Context: an optimization exercise on an open-source flow, tuned for small area, a short achievable clock period and few clock cycles per item. The choices shown serve that exercise and are no tape-out recipe.
At most, simulation tests tie the RTL to the original design; equivalence was not proved.

==> flow/design.v <==
module huffman_top (
    input         clk,
    input         reset,
    input         gray_valid,
    input  [7:0]  gray_data,
    output        CNT_valid,
    output [47:0] CNT,
    output        code_valid,
    output [47:0] HC,
    output [47:0] M
);
reg        vld, srt, mrg, clr, cnt_v, code_v, gm;
reg  [4:1] F;
always @(posedge clk or posedge reset) begin
    if (reset) begin
        vld <= 1'b0; srt <= 1'b0; mrg <= 1'b0; clr <= 1'b1;
        F <= 4'b0; cnt_v <= 1'b0; code_v <= 1'b0; gm <= 1'b0;
    end else begin
        vld    <= gray_valid;
        cnt_v  <= vld && !gray_valid;
        code_v <= mrg && !F[1];
        clr    <= mrg && !F[1];
        if (vld && !gray_valid) begin
            srt <= 1'b1;
            gm  <= 1'b0;
            F   <= 4'b1111;
        end else if (srt || mrg) begin
            if (!F[1]) begin
                srt <= 1'b0;
                if (srt) gm <= 1'b1;
                mrg <= srt;
                F   <= {4{srt}};
            end else
                F <= {1'b0, F[4:2]};
        end
    end
end
reg  [6:0] R [0:5];
wire [6:0] X = (clr ? 7'd0 : R[0]) + (mrg ? R[1] : 7'd0);
wire [6:0] r1c = gm ? R[1] : 7'd0;
function lt3(input [6:0] a, input [6:0] c, input [6:0] r);
    reg [6:0] s, k;
    reg [7:0] t;
    begin
        s = a ^ c ^ ~r;
        k = (a & c) | (a & ~r) | (c & ~r);
        t = {1'b0, s} + {k[5:0], 1'b0};
        lt3 = k[6] | t[7];
    end
endfunction
wire [7:0] b;
assign b[0] = 1'b0;
assign b[1] = srt && (F[1] || R[1] < R[0]);
assign b[2] = (srt && F[2]) || lt3(R[0], r1c, R[2]);
assign b[3] = (srt && F[3]) || lt3(R[0], r1c, R[3]);
assign b[4] = (srt && F[4]) || lt3(R[0], r1c, R[4]);
assign b[5] = lt3(R[0], r1c, R[5]);
assign b[6] = 1'b0;
assign b[7] = 1'b0;
wire [5:0] inc;
genvar g;
generate for (g = 0; g < 6; g = g + 1) begin : sym
    assign inc[g] = gray_valid && (gray_data[2:0] == ((g == 5) ? 3'd1 : g + 2));
end endgenerate
integer m;
reg [6:0] r1, r2, ra, rb, ones;
reg       s1, s0;
always @(posedge clk) begin
    for (m = 0; m < 6; m = m + 1) begin
        r1 = (m < 5) ? R[m + 1] : 7'd127;
        r2 = (m < 4) ? R[m + 2] : 7'd127;
        ra = srt ? r1 : r2;
        ones = {&R[m][5:0], &R[m][4:0], &R[m][3:0], &R[m][2:0], &R[m][1:0], R[m][0], 1'b1};
        rb = mrg ? r1 : R[m] ^ (ones & {7{inc[m]}});
        s1 = (srt && b[m + 1]) || (mrg && b[m + 2]);
        s0 = (srt && b[m]) || (mrg && b[m + 1]) || ((srt || mrg) && m == 0) || clr;
        R[m] <= s1 ? ra : s0 ? X : rb;
    end
end
wire [7:0] bb = {b[7:1], 1'b1};
wire [5:0] A, B, C, Q;
genvar j;
generate for (j = 0; j < 6; j = j + 1) begin : pos
    assign A[j] = srt && j > 0 && !b[j];
    assign B[j] = (srt && b[j + 1]) || (mrg && j > 0 && !b[j + 1]);
    assign C[j] = mrg && b[j + 2];
    assign Q[j] = srt ? (bb[j] && !b[j + 1]) : ((j == 0 || b[j + 1]) && !b[j + 2]);
end endgenerate
localparam [35:0] OHINIT = {6'b010000, 6'b001000, 6'b000100, 6'b000010, 6'b000001, 6'b100000};
reg  [5:0] oh [0:5];
reg  [2:0] ln [0:5];    
reg  [4:0] hc [0:5];
function [5:0] jhot(input [2:0] j);     
    jhot = {j[2] & !j[1], j[1] & !j[0], j[2] & j[0], !j[2] & j[1], !j[1] & j[0], !j[2] & !j[0]};
endfunction
integer k;
reg [7:0] o;
reg [5:0] lh;
reg       mv, inv, one;
always @(posedge clk) begin
    for (k = 0; k < 6; k = k + 1) begin
        o = {2'b00, oh[k]};
        mv = (srt && o[0]) || (mrg && (o[0] || o[1]));
        oh[k] <= (o[5:0] & A) | (o[6:1] & B) | (o[7:2] & C) | ({6{mv}} & Q)
               | ({6{!srt && !mrg}} & OHINIT[6 * k +: 6]);
        inv = mrg && (o[0] || o[1]);
        one = mrg && o[0];
        ln[k] <= ({3{mrg & !inv}} & ln[k]) | ({3{inv}} & {ln[k][1:0], !ln[k][2]});
        lh = jhot(ln[k]);
        hc[k] <= ({5{mrg}} & hc[k]) | ({5{one}} & lh[4:0]);
    end
end
assign CNT_valid  = cnt_v;
assign code_valid = code_v;
assign CNT = {1'b0, R[5], 1'b0, R[0], 1'b0, R[1], 1'b0, R[2], 1'b0, R[3], 1'b0, R[4]};
assign HC  = {3'b0, hc[0], 3'b0, hc[1], 3'b0, hc[2], 3'b0, hc[3], 3'b0, hc[4], 3'b0, hc[5]};
function [7:0] mask(input [2:0] j);
    mask = {3'b0, j[2] & !j[1], j[2] & !j[0], j[2], j[2] | j[1], 1'b1};
endfunction
assign M   = {mask(ln[0]), mask(ln[1]), mask(ln[2]), mask(ln[3]), mask(ln[4]), mask(ln[5])};
endmodule
Settings: LEC_CHECK=0, CAP_MARGIN=20, CORE_MARGIN=2, CORE_UTILIZATION=40, CTS_BUF_LIST=sky130_fd_sc_hd__clkbuf_8, SLEW_MARGIN=20; clock period 10.0 ns.
standard.sh (not shown) runs the stock make flow with config.mk's settings and CLKGATE_MAP_FILE= SYNTH_SCRIPT=/design/flow/synth_recipe.tcl, a recipe that flattens the netlist after the stock synthesis.
==> flow/flow/run.sh <==
#!/bin/bash
set -euo pipefail
export BUFFER_PORTS_ARGS="-buffer_cell sky130_fd_sc_hd__buf_1"
export SETUP_SLACK_MARGIN=6.5
bash standard.sh finish > flow.log 2>&1
Change:
--- a/flow/design.v
+++ b/flow/design.v
@@ -34,10 +34,13 @@
                 F <= {1'b0, F[4:2]};
         end
     end
 end
 reg  [6:0] R [0:5];
+reg  [2:0] p [0:5];
+reg  [4:0] hc [0:5];
+reg  [2:0] ln [0:5];    
 wire [6:0] X = (clr ? 7'd0 : R[0]) + (mrg ? R[1] : 7'd0);
 wire [6:0] r1c = gm ? R[1] : 7'd0;
 function lt3(input [6:0] a, input [6:0] c, input [6:0] r);
     reg [6:0] s, k;
     reg [7:0] t;
@@ -75,39 +78,38 @@
         s1 = (srt && b[m + 1]) || (mrg && b[m + 2]);
         s0 = (srt && b[m]) || (mrg && b[m + 1]) || ((srt || mrg) && m == 0) || clr;
         R[m] <= s1 ? ra : s0 ? X : rb;
     end
 end
-wire [7:0] bb = {b[7:1], 1'b1};
-wire [5:0] A, B, C, Q;
-genvar j;
-generate for (j = 0; j < 6; j = j + 1) begin : pos
-    assign A[j] = srt && j > 0 && !b[j];
-    assign B[j] = (srt && b[j + 1]) || (mrg && j > 0 && !b[j + 1]);
-    assign C[j] = mrg && b[j + 2];
-    assign Q[j] = srt ? (bb[j] && !b[j + 1]) : ((j == 0 || b[j + 1]) && !b[j + 2]);
-end endgenerate
-localparam [35:0] OHINIT = {6'b010000, 6'b001000, 6'b000100, 6'b000010, 6'b000001, 6'b100000};
-reg  [5:0] oh [0:5];
-reg  [2:0] ln [0:5];    
-reg  [4:0] hc [0:5];
+wire [5:1] t = srt ? b[5:1] : {1'b0, b[5:2]};
+wire [2:0] q = {t[3], t[2] & !t[5], t[1] & !t[4]};
+function [2:0] jdec1(input [2:0] j);    
+    jdec1 = {!j[0], j[2], j[1]};
+endfunction
+function [2:0] jdec2(input [2:0] j);    
+    jdec2 = {!j[1], !j[0], j[2]};
+endfunction
 function [5:0] jhot(input [2:0] j);     
     jhot = {j[2] & !j[1], j[1] & !j[0], j[2] & j[0], !j[2] & j[1], !j[1] & j[0], !j[2] & !j[0]};
 endfunction
+localparam [17:0] PINIT = {3'b110, 3'b111, 3'b011, 3'b001, 3'b000, 3'b100};
 integer k;
-reg [7:0] o;
-reg [5:0] lh;
-reg       mv, inv, one;
+reg [5:0] h, lh;
+reg       bp, first2, inv, one;
 always @(posedge clk) begin
     for (k = 0; k < 6; k = k + 1) begin
-        o = {2'b00, oh[k]};
-        mv = (srt && o[0]) || (mrg && (o[0] || o[1]));
-        oh[k] <= (o[5:0] & A) | (o[6:1] & B) | (o[7:2] & C) | ({6{mv}} & Q)
-               | ({6{!srt && !mrg}} & OHINIT[6 * k +: 6]);
-        inv = mrg && (o[0] || o[1]);
-        one = mrg && o[0];
-        ln[k] <= ({3{mrg & !inv}} & ln[k]) | ({3{inv}} & {ln[k][1:0], !ln[k][2]});
+        h = jhot(p[k]);
+        bp = |(h[5:1] & b[5:1]);
+        first2 = h[0] | h[1];
+        p[k] <= ({3{srt & h[0]}} & q) | ({3{srt & !h[0] & bp}} & jdec1(p[k]))
+              | ({3{srt & !h[0] & !bp}} & p[k])
+              | ({3{mrg & first2}} & q) | ({3{mrg & !first2 & bp}} & jdec2(p[k]))
+              | ({3{mrg & !first2 & !bp}} & jdec1(p[k]))
+              | ({3{!srt & !mrg}} & PINIT[3 * k +: 3]);
+        inv = mrg && first2;
+        one = mrg && h[0];
+        ln[k] <= ({3{mrg & !first2}} & ln[k]) | ({3{inv}} & {ln[k][1:0], !ln[k][2]});
         lh = jhot(ln[k]);
         hc[k] <= ({5{mrg}} & hc[k]) | ({5{one}} & lh[4:0]);
     end
 end
 assign CNT_valid  = cnt_v;
Routed wire length falls slightly. Via count falls slightly. Die area rises slightly. Critical path depth falls by 1. Clock skew rises by 3.0 ps. Clock-buffer cell count falls by 1. Cell area falls slightly. First-iteration DRC count falls by a few percent. Worst setup slack is worse by 16 ps.
Testbench counts after the change, summed over its fixed seeds: cycles 35,840, images 320.
Only the layout flow was run in the first run of this note; the RTL was not checked for function there.

==> port drivers added, routing unchanged <==
The flow's constraints put no driver on any port. The routed layouts listed below were extracted and timed again, unchanged, in two steps. Step 1 sets driving cells, clkbuf_16 on the clock port and buf_2 on the other inputs (assumed; they add their load-dependent delay and slew). Step 2 adds t to the input delays and takes it off the output delays; t is the mean of the earliest and latest rising clock arrival at the registers after step 1. Input paths then give back, and output paths get back, about the clock's delay inside the block. a / b / c = ideal ports / drivers / drivers and shift; a / b = the first two.
run | shift t [ns] | slack for setup (ns) | hold WS [ns] | slew at the worst register clock pin (ns)
the first run | 0.490 | 6.632 / 6.619 / 6.230 | 0.470 / 0.470 / 0.470 | 0.09 / 0.09
the second run | 0.500 | 6.617 / 6.617 / 6.155 | 0.468 / 0.468 / 0.468 | 0.08 / 0.08
After both steps every run listed still meets setup and hold. For the second run, which loses most, drivers alone change the setup slack by 0.000 ns; drivers and shift together by -0.462 ns.
